From an optimization exercise on the open Yosys and OpenROAD flow, aimed at small area; shortcuts taken in it are not production practice. RTL that was checked went through simulation tests only; none was proved equivalent to the original. The flow treats the clock pin as an ideal source, which a real chip does not have. Power is estimated from default activity; no workload was simulated.

==> inputs of run A <==
==> flow/design.v (excerpt) <==
module Top(
    input i_Clk, i_Rst,
    input [3:0] i_Keyboard,
    output [6:0] o_FND0, o_FND1, o_FND2,
    output [7:0] o_Red, o_Green, o_Blue,
    output o_Clk, o_blank, o_hsync, o_vsync,
    output [1:0] o_LED0,
    output [3:0] o_LED1,
    output [3:0] o_LED2);
clock: 20.0 ns
lec_check: 0
cap_margin: 20
core_margin: 2
core_utilization: 40
slew_margin: 20
standard.sh (not shown) runs the stock make flow with config.mk's settings and CLKGATE_MAP_FILE= SYNTH_SCRIPT=/design/flow/synth_recipe.tcl, a recipe that flattens the netlist after the stock synthesis.
==> flow/flow/run.sh <==
#!/bin/bash
# Layout flow: the standard ORFS flow (standard.sh), changed only in how
# cells are chosen:
#  - synthesis is the standard flow's script (synth_recipe.tcl's steps, same registers),
#    except that ABC maps the logic with an area-oriented script (abc.script)
#    and adders are left to ABC instead of full/half-adder cells;
#    pass-through wires get buf_1 instead of buf_4
#  - ports are buffered with buf_1
#  - clock tree: clkbuf_8 buffers, no dummy loads
# Every tool writes its full log under orfs/logs; make's output is in flow.log.
set -euo pipefail
F=$(cd "$(dirname "${BASH_SOURCE[0]}")" && pwd)
export MY_ABC_SCRIPT=$F/abc.script
bash standard.sh \
  SYNTH_SCRIPT=$F/synth.tcl \
  ADDER_MAP_FILE= \
  "MIN_BUF_CELL_AND_PORTS=sky130_fd_sc_hd__buf_1 A X" \
  "BUFFER_PORTS_ARGS=-buffer_cell sky130_fd_sc_hd__buf_1" \
  "CTS_ARGS=-sink_clustering_enable -repair_clock_nets -buf_list sky130_fd_sc_hd__clkbuf_8 -dont_use_dummy_load" \
  finish > flow.log 2>&1
==> flow/flow/abc.script <==
strash
&get -n
&deepsyn -T 120
&dch -f
&nf -p -R 1000 -C 32 -F 8 -A 8
&put
topo
==> flow/flow/synth.tcl <==
# synth_recipe.tcl with one change: the abc call uses $MY_ABC_SCRIPT.
proc synth {args} { yosys synth -nofsm -noshare {*}$args }
proc abc {args} {
  set i [lsearch -exact $args -script]
  if { $i >= 0 } { set args [lreplace $args [expr {$i + 1}] [expr {$i + 1}] $::env(MY_ABC_SCRIPT)] }
  yosys abc {*}$args
}
source $::env(SCRIPTS_DIR)/synth.tcl
# left out here: clear keep_hierarchy, flatten, clean up, hide names made inside functions, write 1_2_yosys.v
==> inputs of run Y, as changes to run A <==
--- a/flow/design.v
+++ b/flow/design.v
@@ -38,28 +38,27 @@
     wire fIncSec1 = fLstClk && fLstSec0,
          fIncSec2 = fIncSec1 && fLstSec1;
     wire fFeedback = ~(c_ClkCnt[15] ^ c_ClkCnt[14] ^ c_ClkCnt[12] ^ c_ClkCnt[3]);
     always@ (posedge i_Clk, negedge i_Rst)
         if (!i_Rst) begin
             o_Sec0   <= 0;
             o_Sec1   <= 0;
             o_Sec2   <= 0;
-            c_ClkCnt <= 0;
         end else if (!i_Enable) begin
             o_Sec0   <= 0;
             o_Sec1   <= 0;
             o_Sec2   <= 0;
-            c_ClkCnt <= 0;
         end else begin
-            c_ClkCnt <= fLstClk ? 16'd0 : {c_ClkCnt[14:0], fFeedback};
             if (fLstClk)  o_Sec0 <= fLstSec0 ? 4'd0 : o_Sec0 + 4'd1;
             if (fIncSec1) o_Sec1 <= fLstSec1 ? 4'd0 : o_Sec1 + 4'd1;
             if (fIncSec2) o_Sec2 <= fLstSec2 ? 4'd0 : o_Sec2 + 4'd1;
         end
+    always@ (posedge i_Clk)
+        c_ClkCnt <= (!i_Enable | fLstClk) ? 16'd0 : {c_ClkCnt[14:0], fFeedback};
 endmodule
 module FND(i_Data, o_FND);
 input	[3:0] i_Data;
 output	reg	[6:0] o_FND;	 
 always@*
 	case(i_Data)
 		4'h0	: o_FND = 7'b1000000;
 		4'h1	: o_FND = 7'b1111001;
@@ -579,65 +578,60 @@
         endcase
     assign o_LED0 = c_State,
            o_LED1 = i_Keyboard,
            o_LED2 = Free;
     always @(posedge i_Clk, negedge i_Rst)
         if (!i_Rst) begin
             c_State <= IDLE;
             c_Level <= LV_IDLE;
-            c_Lag   <= 0;
             c_PlayerPos_X   <= 0;
             c_PlayerPos_Y   <= 0;
             c_NeedMove      <= 0;
-            c_NextDirection <= 0;
-            {wC, wL, wU, wD, wR, wLL, wUU, wDD, wRR, wUL, wUR, wDL, wDR} <= 0;
         end else begin
-            c_Lag <= fLoad;
             if (fLoad) c_Level <= c_Level + 2'd1;
             c_NeedMove <= fNeedMove ? 1'b1 : (fMove ? 1'b0 : c_NeedMove);
-            if (fNeedMove)
-                c_NextDirection <= Key_o_Direction[3] ? LEFT :
-                                  (Key_o_Direction[2] ? UP :
-                                  (Key_o_Direction[1] ? DOWN : RIGHT));
             case (c_State)
                 IDLE:     if (fStart) c_State <= RUNNING;
                 RUNNING:  if (fDrawDone && c_NeedMove) c_State <= MOVE;
                 MOVE:     c_State <= LV_CHECK;
                 LV_CHECK: c_State <= RUNNING;
             endcase
             if (fLoad) begin
                 c_PlayerPos_X <= 1;
                 c_PlayerPos_Y <= 1;
-                {wC, wL, wU, wD, wR, wLL, wUU, wDD, wRR, wUL, wUR, wDL, wDR} <= StartWalls;
-            end else if (fMove) begin
+            end else if (fMove)
                 case (c_NextDirection)
-                    LEFT: begin
-                        c_PlayerPos_X <= c_PlayerPos_X - 6'd1;
-                        {wL, wU, wD, wR} <= {wLL, wUL, wDL, wC};
-                    end
-                    RIGHT: begin
-                        c_PlayerPos_X <= c_PlayerPos_X + 6'd1;
-                        {wL, wU, wD, wR} <= {wC, wUR, wDR, wRR};
-                    end
-                    UP: begin
-                        c_PlayerPos_Y <= c_PlayerPos_Y - 5'd1;
-                        {wL, wU, wD, wR} <= {wUL, wUU, wC, wUR};
-                    end
-                    DOWN: begin
-                        c_PlayerPos_Y <= c_PlayerPos_Y + 5'd1;
-                        {wL, wU, wD, wR} <= {wDL, wC, wDD, wDR};
-                    end
+                    LEFT:  c_PlayerPos_X <= c_PlayerPos_X - 6'd1;
+                    RIGHT: c_PlayerPos_X <= c_PlayerPos_X + 6'd1;
+                    UP:    c_PlayerPos_Y <= c_PlayerPos_Y - 5'd1;
+                    DOWN:  c_PlayerPos_Y <= c_PlayerPos_Y + 5'd1;
                 endcase
-                {wC, wLL, wUU, wDD, wRR, wUL, wUR, wDL, wDR} <= 0;
-            end else if (o_blank) begin
-                if (dX0  & dY0 ) wC  <= RomWall;
-                if (dXm2 & dY0 ) wLL <= RomWall;
-                if (dX0  & dYm2) wUU <= RomWall;
-                if (dX0  & dYp2) wDD <= RomWall;
-                if (dXp2 & dY0 ) wRR <= RomWall;
-                if (dXm1 & dYm1) wUL <= RomWall;
-                if (dXp1 & dYm1) wUR <= RomWall;
-                if (dXm1 & dYp1) wDL <= RomWall;
-                if (dXp1 & dYp1) wDR <= RomWall;
-            end
         end
+    always @(posedge i_Clk) begin
+        c_Lag <= fLoad;
+        if (fNeedMove)
+            c_NextDirection <= Key_o_Direction[3] ? LEFT :
+                              (Key_o_Direction[2] ? UP :
+                              (Key_o_Direction[1] ? DOWN : RIGHT));
+        if (fLoad)
+            {wC, wL, wU, wD, wR, wLL, wUU, wDD, wRR, wUL, wUR, wDL, wDR} <= StartWalls;
+        else if (fMove) begin
+            case (c_NextDirection)
+                LEFT:  {wL, wU, wD, wR} <= {wLL, wUL, wDL, wC};
+                RIGHT: {wL, wU, wD, wR} <= {wC, wUR, wDR, wRR};
+                UP:    {wL, wU, wD, wR} <= {wUL, wUU, wC, wUR};
+                DOWN:  {wL, wU, wD, wR} <= {wDL, wC, wDD, wDR};
+            endcase
+            {wC, wLL, wUU, wDD, wRR, wUL, wUR, wDL, wDR} <= 0;
+        end else if (o_blank) begin
+            if (dX0  & dY0 ) wC  <= RomWall;
+            if (dXm2 & dY0 ) wLL <= RomWall;
+            if (dX0  & dYm2) wUU <= RomWall;
+            if (dX0  & dYp2) wDD <= RomWall;
+            if (dXp2 & dY0 ) wRR <= RomWall;
+            if (dXm1 & dYm1) wUL <= RomWall;
+            if (dXp1 & dYm1) wUR <= RomWall;
+            if (dXm1 & dYp1) wDL <= RomWall;
+            if (dXp1 & dYp1) wDR <= RomWall;
+        end
+    end
 endmodule
==> flow/config.mk (replaced) <==
export PLATFORM = sky130hd
export DESIGN_NAME = Top
export DESIGN_NICKNAME = Top
export VERILOG_FILES = /design/flow/design.v
export SDC_FILE = /design/flow/constraint.sdc
export NUM_CORES = 8
export LEC_CHECK = 0
export CAP_MARGIN = 20
export CORE_MARGIN = 2
export CORE_UTILIZATION = 65
export SLEW_MARGIN = 20
==> inputs of run Z, as changes to run A <==
==> flow/flow/run.sh (replaced) <==
#!/bin/bash
# Layout flow: the standard ORFS flow (standard.sh), changed only in how
# cells are chosen:
#  - synthesis is the standard flow's script (synth_recipe.tcl's steps, same registers),
#    except that ABC maps the logic with an area-oriented script (abc.script)
#    and adders are left to ABC instead of full/half-adder cells;
#    pass-through wires get buf_1 instead of buf_4
#  - ports are buffered with buf_1
#  - clock tree: built by cts_pre.tcl (root + leaf clkbuf_8 buffers)
# Every tool writes its full log under orfs/logs; make's output is in flow.log.
set -euo pipefail
F=$(cd "$(dirname "${BASH_SOURCE[0]}")" && pwd)
export MY_ABC_SCRIPT=$F/abc.script
bash standard.sh \
  SYNTH_SCRIPT=$F/synth.tcl \
  ADDER_MAP_FILE= \
  "MIN_BUF_CELL_AND_PORTS=sky130_fd_sc_hd__buf_1 A X" \
  "BUFFER_PORTS_ARGS=-buffer_cell sky130_fd_sc_hd__buf_1" \
  PRE_CTS_TCL=$F/cts_pre.tcl \
  "CTS_ARGS=-buf_list sky130_fd_sc_hd__clkbuf_8 -dont_use_dummy_load -clk_nets i_Clk" \
  finish > flow.log 2>&1
==> flow/flow/abc.script (replaced) <==
strash
&get -n
&deepsyn -T 120
&dch -f
&nf -p -R 1000 -C 32 -F 8 -A 8
&put
strash
&get -n
&deepsyn -T 120
&dch -f
&nf -p -R 1000 -C 32 -F 8 -A 8
&put
topo
==> flow/flow/cts_pre.tcl (new file) <==
# Hand-built two-level clock tree (ORFS PRE_CTS hook): a root clkbuf_8 fed by
# the clock port drives leaf clkbuf_8 buffers (clkbuf_16 where a cluster needs it), each placed at the centre of a
# cluster of flip-flops (k-means on their positions). The number of leaves is
# the smallest (from 4) whose estimated clock pin slew is at most 88 ps. CTS
# then skips the clock net (CTS_ARGS -clk_nets i_Clk), and the flow goes on as
# usual (detailed placement, timing repair).
source [file join [file dirname [info script]] manual_cts_lib.tcl]
build_clock_tree i_Clk 4 24 0.088 sky130_fd_sc_hd__clkbuf_8 sky130_fd_sc_hd__clkbuf_16 sky130_fd_sc_hd__clkbuf_8
==> flow/flow/manual_cts_lib.tcl (new file) <==
# Build a two-level clock tree by hand: root buffer at the sinks' centre,
# driving NLEAF leaf buffers, each at the centre of a cluster of flip-flops.
proc manual_clock_tree { clk_port_net nleaf leaf_master root_master } {
  set block [ord::get_db_block]
  set db [ord::get_db]
  set clk [$block findNet $clk_port_net]
  set sinks {}
  foreach it [$clk getITerms] {
    lappend sinks $it
  }
  # positions
  set pts {}
  foreach it $sinks {
    set b [[$it getInst] getBBox]
    lappend pts [list [expr {([$b xMin]+[$b xMax])/2}] [expr {([$b yMin]+[$b yMax])/2}]]
  }
  set n [llength $sinks]
  # k-means init: sort by x then y slices
  set cents {}
  set order [lsort -real -index 0 [lmap p $pts i [lrange [lsearch -all $pts *] 0 end] {list [lindex $p 0] $i}]]
  for {set k 0} {$k < $nleaf} {incr k} {
    set i [lindex [lindex $order [expr {int(($k + 0.5) * $n / $nleaf)}]] 1]
    lappend cents [lindex $pts $i]
  }
  for {set iter 0} {$iter < 30} {incr iter} {
    set asg {}
    foreach p $pts {
      set best 0; set bd 1e30
      for {set k 0} {$k < $nleaf} {incr k} {
        set c [lindex $cents $k]
        set d [expr {abs([lindex $p 0]-[lindex $c 0]) + abs([lindex $p 1]-[lindex $c 1])}]
        if {$d < $bd} {set bd $d; set best $k}
      }
      lappend asg $best
    }
    set nc {}
    for {set k 0} {$k < $nleaf} {incr k} {
      set sx 0; set sy 0; set cnt 0
      foreach p $pts a $asg { if {$a == $k} { set sx [expr {$sx+[lindex $p 0]}]; set sy [expr {$sy+[lindex $p 1]}]; incr cnt } }
      if {$cnt > 0} { lappend nc [list [expr {$sx/$cnt}] [expr {$sy/$cnt}]] } else { lappend nc [lindex $cents $k] }
    }
    set cents $nc
  }
  set lm [$db findMaster $leaf_master]
  set rm [$db findMaster $root_master]
  set rnet [odb::dbNet_create $block clk_root]
  $rnet setSigType CLOCK
  set rx 0; set ry 0
  for {set k 0} {$k < $nleaf} {incr k} {
    set c [lindex $cents $k]
    set rx [expr {$rx + [lindex $c 0]}]; set ry [expr {$ry + [lindex $c 1]}]
    set inst [odb::dbInst_create $block $lm clkleaf_$k]
    set net [odb::dbNet_create $block clk_leaf_$k]
    $net setSigType CLOCK
    [$inst findITerm A] connect $rnet
    [$inst findITerm X] connect $net
    $inst setLocation [expr {int([lindex $c 0])}] [expr {int([lindex $c 1])}]
    $inst setPlacementStatus PLACED
    foreach it $sinks a $asg {
      if {$a == $k} { $it disconnect; $it connect $net }
    }
  }
  set root [odb::dbInst_create $block $rm clkroot]
  [$root findITerm A] connect $clk
  [$root findITerm X] connect $rnet
  $root setLocation [expr {int($rx/$nleaf)}] [expr {int($ry/$nleaf)}]
  $root setPlacementStatus PLACED
}

# Undo manual_clock_tree: sinks back on the clock net, tree cells removed.
proc remove_manual_clock_tree { clk_port_net nleaf } {
  set block [ord::get_db_block]
  set clk [$block findNet $clk_port_net]
  for {set k 0} {$k < $nleaf} {incr k} {
    set net [$block findNet clk_leaf_$k]
    foreach it [$net getITerms] {
      if {[[$it getInst] getName] ne "clkleaf_$k"} { $it disconnect; $it connect $clk }
    }
    odb::dbInst_destroy [$block findInst clkleaf_$k]
    odb::dbNet_destroy $net
  }
  odb::dbInst_destroy [$block findInst clkroot]
  odb::dbNet_destroy [$block findNet clk_root]
}

# Largest slew (ns) at a flip-flop clock pin, from placement parasitics.
proc max_clock_pin_slew { } {
  estimate_parasitics -placement
  set mx 0
  foreach pin [get_pins -hierarchical */CLK] {
    set s [get_property $pin slew_max]
    if {$s > $mx} { set mx $s }
  }
  return $mx
}

# Largest clock pin slew (ns) among the sinks of leaf k.
proc leaf_slew { k } {
  set block [ord::get_db_block]
  set mx 0
  foreach it [[$block findNet clk_leaf_$k] getITerms] {
    if {[[$it getInst] getName] eq "clkleaf_$k"} continue
    set pin [get_pins [[$it getInst] getName]/[[$it getMTerm] getName]]
    set s [get_property $pin slew_max]
    if {$s > $mx} { set mx $s }
  }
  return $mx
}

# Smallest tree (from nmin leaves up) whose estimated clock pin slew is at
# most limit_ns; a leaf over the limit is first given the bigger buffer big.
proc build_clock_tree { clk_port_net nmin nmax limit_ns leaf big root } {
  set db [ord::get_db]
  set block [ord::get_db_block]
  for {set n $nmin} {$n <= $nmax} {incr n} {
    manual_clock_tree $clk_port_net $n $leaf $root
    set_propagated_clock [all_clocks]
    estimate_parasitics -placement
    for {set k 0} {$k < $n} {incr k} {
      if {[leaf_slew $k] > $limit_ns} {
        [$block findInst clkleaf_$k] swapMaster [$db findMaster $big]
      }
    }
    set s [max_clock_pin_slew]
    puts "manual clock tree: $n leaves, estimated clock pin slew $s ns"
    if {$s <= $limit_ns || $n == $nmax} { return $n }
    remove_manual_clock_tree $clk_port_net $n
  }
}
==> comparison table <==
metric                                                            run Z                      run A                      run Y
RePlAce Congestion                                                 1.08                      0.991                       1.08
Global-route wire length before repair                          35.5 mm                    35.9 mm                    39.3 mm
Worst hold path endpoint                                     c_NeedMove             T0.c_ClkCnt[3]             T0.c_ClkCnt[3]
Setup slack, reg-to-reg                                        15730 ps                   16140 ps                   15650 ps
Largest fanout on the critical path                                  19                         22                         20
Top cell type's share of synthesized area                         38.0%                      37.7%                      27.4%
Non-CTS inverters                                                    22                         16                         24
Critical R2R Capture                                                wDR                        wDL                        wDL
Sequential fraction of design power                               41.2%                      41.4%                      45.1%
Root buf cell                                                         -  sky130_fd_sc_hd__clkbuf_8  sky130_fd_sc_hd__clkbuf_8
Start of the worst register-to-register path         D0.o_BlockPos_X[2]         D0.o_BlockPos_X[1]         D0.o_BlockPos_X[5]
Worst path bufs/invs                                                  4                          3                          1
Clock Network Area Fraction                                           -                      2.83%                      2.92%
Run status                                     timing/DRC/antenna clean   timing/DRC/antenna clean   timing/DRC/antenna clean
Via count of the first global-routing pass                         6861                       6880                       7691
Power Dens Cells                                            94.8 nW/µm²                87.2 nW/µm²                98.2 nW/µm²
Share of cell area taken by flip-flops and latches                35.1%                      34.5%                      35.5%
Cell internal power dissipation                                  436 µW                     431 µW                     461 µW
Heaviest power group                                combinational cells                  registers                  registers
Iteration-0 DRC count of the detailed router                        960                        902                       1502
Worst reg-to-reg path cell count                                     14                         13                         12
Worst Tran Pin Value                                             896 ps                     974 ps                    1090 ps
NumNets Final                                                      1007                       1016                       1001
No functional check of the RTL was part of run Y.

==> separate check: timing with driven ports <==
In the flow no input, the clock included, has a driving cell. The finished layouts below were timed again as built, in two steps. Step 1 assumes that a clkbuf_16 drives the clock port and a buf_2 every other input. Step 2 also shifts input and output timing later by t, the mid clock arrival at the registers, as if the neighbouring blocks saw the same clock. Three values: no drivers, after step 1, after step 2; two values: the first two.
| run | t (ns) | slack for setup (ns) | clock arrival spread, ns | slew at the worst register clock pin (ns) | worst slew at a driven data input, ns |
|---|---|---|---|---|---|
| run A | 0.447 | 11.522 / 11.486 / 11.614 | 0.024 / 0.024 | 0.07 / 0.07 | 0.03 |
| run Y | 0.485 | 11.050 / 11.008 / 11.493 | 0.031 / 0.031 | 0.08 / 0.08 | 0.04 |
| run Z | 0.447 | 11.180 / 11.144 / 11.591 | 0.024 / 0.025 | 0.08 / 0.08 | 0.03 |
After both steps setup and hold are still met in every run listed.
